From an optimization exercise on the open Yosys and OpenROAD flow, aimed at small area and a short achievable clock period; shortcuts taken in it are not production practice.
In this exercise RTL edits were held to simulation tests only and were not proved equivalent to the original.
Power and IR drop assume default switching activity.

==> module agu_carry, before the edit <==
module agu_carry (input [15:0] q,
                  input [5:0] imm,
                  output reg [6:0] c,
                  output reg [10:0] ones,
                  output reg [10:0] zeros);
	reg [5:0] g, t;
	reg term;
	integer i, k, m;
	always @(*) begin
		g = q[5:0] & imm;
		t = q[5:0] | imm;
		c[0] = 1'b0;
		for (i = 1; i < 7; i = i + 1) begin
			c[i] = 1'b0;
			for (k = 0; k < i; k = k + 1) begin
				term = g[k];
				for (m = k + 1; m < i; m = m + 1)
					term = term & t[m];
				c[i] = c[i] | term;
			end
		end
	end
	integer n;
	always @(*) begin
		ones[0] = 1'b1;
		zeros[0] = 1'b1;
		for (n = 0; n < 10; n = n + 1) begin
			ones[n+1] = ones[n] & q[6+n];
			zeros[n+1] = zeros[n] & ~q[6+n];
		end
	end
endmodule
==> module processor, before the edit <==
module processor (input clk, rst,
                  output [15:0] imem_addr,
                  input  [15:0] imem_data,
                  output [15:0] dmem_addr,
                  output [15:0] dmem_wdata,
                  output dmem_we,
                  output dmem_re,
                  input  [15:0] dmem_rdata);
wire [15:0] ir = imem_data;
wire [3:0] op = ir[15:12];
wire [2:0] fa = ir[11:9];
wire [2:0] fb = ir[8:6];
wire [2:0] fc = ir[5:3];
wire [1:0] cz = ir[1:0];
wire op_adi  = (op == 4'b0000);
wire op_add  = (op == 4'b0001);
wire op_nand = (op == 4'b0010);
wire op_lhi  = (op == 4'b0011);
wire op_lw   = (op == 4'b0100);
wire op_sw   = (op == 4'b0101);
wire op_beq  = (op == 4'b1000);
wire op_jal  = (op == 4'b1001);
wire op_jlr  = (op == 4'b1010);
wire op_jri  = (op == 4'b1011);
function [16:0] add16(input [15:0] a, input [15:0] b, input ci);
	reg [15:0] g, p, gg, pp;
	integer l, i, m;
	begin
		g = a & b;
		p = a ^ b;
		gg = g;
		pp = p;
		gg[0] = g[0] | (p[0] & ci);
		for (l = 0; l < 4; l = l + 1)
			for (i = 0; i < 16; i = i + 1)
				if ((i >> l) & 1) begin
					m = ((i >> l) << l) - 1;
					gg[i] = gg[i] | (pp[i] & gg[m]);
					pp[i] = pp[i] & pp[m];
				end
		add16 = {gg[15], p ^ {gg[14:0], ci}};
	end
endfunction
reg  [15:0] pc;
reg  [111:0] rf;
reg  [6:0] vld;
reg  cf, zf;
wire pc_rd = op_jal | op_jlr;
wire [2:0] pa = pc_rd ? 3'd7 : (op[3] | op[2]) ? fa : fc;
wire [15:0] p, q;
wire [16:0] ag;
rd rp (.a(pa), .rf(rf), .vld(vld), .pc(pc), .d(p));
wire [6:0] ag_c;
wire [10:0] ag_1, ag_0;
rd rq (.a(fb), .rf(rf), .vld(vld), .pc(pc), .d(q));
agu_carry agc (.q(q), .imm(ir[5:0]), .c(ag_c), .ones(ag_1), .zeros(ag_0));
wire ag_inc = ag_c[6] & ~ir[5];
wire ag_dec = ~ag_c[6] & ir[5];
assign ag[5:0] = q[5:0] ^ ir[5:0] ^ ag_c[5:0];
assign ag[15:6] = q[15:6] ^ (({10{ag_inc}} & ag_1[9:0]) | ({10{ag_dec}} & ag_0[9:0]));
assign ag[16] = ir[5] ? ~(ag_dec & ag_0[10]) : (ag_inc & ag_1[10]);
wire [15:0] imm6 = {{10{ir[5]}}, ir[5:0]};
wire [15:0] imm9 = {{7{ir[5]}}, ir[8:0]};
wire sh = op_add & (cz == 2'b11);
wire [15:0] x = p;
wire [15:0] y = op_jri ? imm9 : pc_rd ? 16'd0 : sh ? {q[14:0], 1'b0} : q;
wire [16:0] sum = add16(x, y, pc_rd);
wire [15:0] s = sum[15:0];
wire [15:0] n = ~(x & y);
wire eq = ~|(x ^ y);
wire cz_ok = (cz == 2'b00) | ((cz == 2'b01) & zf) | ((cz == 2'b10) & cf);
wire sel_s = (op_add & (cz_ok | (cz == 2'b11))) | pc_rd;
wire sel_n = op_nand & cz_ok;
wire taken = op_jal | (op_beq & eq);
wire [16:0] pc_sum = add16(pc, taken ? (op[0] ? imm9 : imm6) : 16'd1, 1'b0);
wire [15:0] pc_seq = pc_sum[15:0];
wire [15:0] v = (s & {16{sel_s | op_jri}} & ~{16{op_jlr}}) | (ag[15:0] & {16{op_adi | op_jlr}}) |
                (n & {16{sel_n}}) |
                (dmem_rdata & {16{op_lw}}) |
                ({ir[1:0], 14'd0} & {16{op_lhi}});
wire [15:0] wd = op_jlr ? pc_seq : v;
wire wr_en = op_adi | op_add | op_nand | op_lhi | op_lw | op_jal | op_jlr;
wire a7 = (fa == 3'd7);
wire wr7 = wr_en & a7;
wire use_v = (wr7 & ~op_jlr) | (op_jlr & ~a7) | op_jri;
wire [15:0] pc_next = use_v ? v : pc_seq;
integer j;
always @(posedge clk)
	for (j = 0; j < 7; j = j + 1)
		if (wr_en & (fa == j)) rf[j*16 +: 16] <= wd;
always @(posedge clk or posedge rst)
	if (rst) begin
		vld <= 7'd0;
		pc <= 16'd0;
		cf <= 1'b0;
		zf <= 1'b0;
	end else begin
		for (j = 0; j < 7; j = j + 1)
			if (wr_en & (fa == j)) vld[j] <= 1'b1;
		pc <= pc_next;
		if (op_adi | op_add) cf <= op_adi ? ag[16] : (sum[16] & sel_s);
		if (op_adi | op_add | op_nand | op_lw) zf <= ~|v;
	end
assign imem_addr = pc;
assign dmem_addr = ag[15:0];
assign dmem_wdata = p;
assign dmem_we = op_sw;
assign dmem_re = op_lw;
endmodule
==> flow/config.mk <==
export PLATFORM = sky130hd
export DESIGN_NAME = processor
export DESIGN_NICKNAME = processor
export VERILOG_FILES = /design/flow/design.v
export SDC_FILE = /design/flow/constraint.sdc
export NUM_CORES = 4
export LEC_CHECK = 0
export CAP_MARGIN = 20
export CORE_MARGIN = 2
export CORE_UTILIZATION = 60
export SETUP_SLACK_MARGIN = 4.5
export SLEW_MARGIN = 20
export SYNTH_HIERARCHICAL = 1
==> flow/constraint.sdc <==
create_clock -name core_clock -period 12.5 [get_ports {clk}]
set_input_delay 2.5000 -clock core_clock [delete_from_list [all_inputs] [get_ports {clk}]]
set_output_delay 2.5000 -clock core_clock [all_outputs]
set_load 0.01 [all_outputs]
standard.sh (not shown) runs the stock make flow with config.mk's settings and CLKGATE_MAP_FILE= SYNTH_SCRIPT=/design/flow/synth_recipe.tcl, a recipe that flattens the netlist after the stock synthesis.
==> flow/flow/run.sh <==
#!/bin/bash
# The standard layout with three changes: plain buf_1 cells (instead of the
# delay buffers buffer_ports picks by default) as the port buffers, clkbuf_8
# clock buffers, and no dummy loads on the clock tree.
set -euo pipefail
export BUFFER_PORTS_ARGS="-buffer_cell sky130_fd_sc_hd__buf_1"
export CTS_ARGS="-sink_clustering_enable -repair_clock_nets -buf_list sky130_fd_sc_hd__clkbuf_8 -dont_use_dummy_load"
bash standard.sh > standard_flow.log 2>&1
Next try:
--- a/flow/design.v
+++ b/flow/design.v
@@ -1,13 +1,23 @@
-module agu_carry (input [15:0] q,
-                  input [5:0] imm,
-                  output reg [6:0] c,
-                  output reg [10:0] ones,
-                  output reg [10:0] zeros);
+module rd_agu (input [2:0] a,
+               input [111:0] rf,
+               input [6:0] vld,
+               input [15:0] pc,
+               input [5:0] imm,
+               output reg [15:0] q,
+               output [6:0] cl,
+               output [10:0] ones,
+               output [10:0] zeros);
+	integer j, i, k, m;
+	always @(*) begin
+		q = pc & {16{a == 3'd7}};
+		for (j = 0; j < 7; j = j + 1)
+			q = q | (rf[j*16 +: 16] & {16{(a == j) & vld[j]}});
+	end
+	reg [6:0] c;
 	reg [5:0] g, t;
 	reg term;
-	integer i, k, m;
 	always @(*) begin
 		g = q[5:0] & imm;
 		t = q[5:0] | imm;
 		c[0] = 1'b0;
 		for (i = 1; i < 7; i = i + 1) begin
@@ -18,19 +28,23 @@
 					term = term & t[m];
 				c[i] = c[i] | term;
 			end
 		end
 	end
-	integer n;
+	reg [10:0] on, ze;
+	integer i3;
 	always @(*) begin
-		ones[0] = 1'b1;
-		zeros[0] = 1'b1;
-		for (n = 0; n < 10; n = n + 1) begin
-			ones[n+1] = ones[n] & q[6+n];
-			zeros[n+1] = zeros[n] & ~q[6+n];
+		on[0] = 1'b1;
+		ze[0] = 1'b1;
+		for (i3 = 0; i3 < 10; i3 = i3 + 1) begin
+			on[i3+1] = on[i3] & q[6+i3];
+			ze[i3+1] = ze[i3] & ~q[6+i3];
 		end
 	end
+	assign cl = c;
+	assign ones = on;
+	assign zeros = ze;
 endmodule
 module rd (input [2:0] a,
            input [111:0] rf,
            input [6:0] vld,
            input [15:0] pc,
@@ -94,12 +108,11 @@
 wire [15:0] p, q;
 wire [16:0] ag;
 rd rp (.a(pa), .rf(rf), .vld(vld), .pc(pc), .d(p));
 wire [6:0] ag_c;
 wire [10:0] ag_1, ag_0;
-rd rq (.a(fb), .rf(rf), .vld(vld), .pc(pc), .d(q));
-agu_carry agc (.q(q), .imm(ir[5:0]), .c(ag_c), .ones(ag_1), .zeros(ag_0));
+rd_agu rq (.a(fb), .rf(rf), .vld(vld), .pc(pc), .imm(ir[5:0]), .q(q), .cl(ag_c), .ones(ag_1), .zeros(ag_0));
 wire ag_inc = ag_c[6] & ~ir[5];
 wire ag_dec = ~ag_c[6] & ir[5];
 assign ag[5:0] = q[5:0] ^ ir[5:0] ^ ag_c[5:0];
 assign ag[15:6] = q[15:6] ^ (({10{ag_inc}} & ag_1[9:0]) | ({10{ag_dec}} & ag_0[9:0]));
 assign ag[16] = ir[5] ? ~(ag_dec & ag_0[10]) : (ag_inc & ag_1[10]);
After rerunning:
- design area decreases by 3.2%
- setup slack gains 0.22 ns
- cell count decreases by 2.5%
- register-to-register slack gains 0.27 ns
- wire length decreases by 7.7%
- power decreases by 4.7%
- clock-buffer cell count does not change
- global-route usage decreases by 1.1 points
- area after synthesis increases by 0.80%
- first-iteration DRC count decreases by 7.4%
- worst hold slack gains 0.0069 ns
- fmax increases by 2.8%
- die area increases by 0.78%

[static timing again, ports no longer ideal]
How much do the figures lean on ideal ports? The routed layouts below were timed once more, with nothing changed but the port constraints. Step 1: set_driving_cell puts a clkbuf_16 on clk and a buf_2 on each other input, an assumption about the parent block. Step 2 also shifts input and output timing later by t, the mid clock arrival at the registers, as if the neighbouring blocks saw the same clock. a / b / c = ideal / step 1 / step 2; a / b = the first two.
run	t (ns)	slack for setup (ns)	pins driven straight from the clock port
the first run	0.455	4.388 / 4.340 / 4.126	1
the second run	0.470	4.606 / 4.582 / 4.212	1
After both steps every run listed still meets setup and hold. For the second run, which loses most, drivers alone change the setup slack by -0.024 ns; drivers and shift together by -0.394 ns.
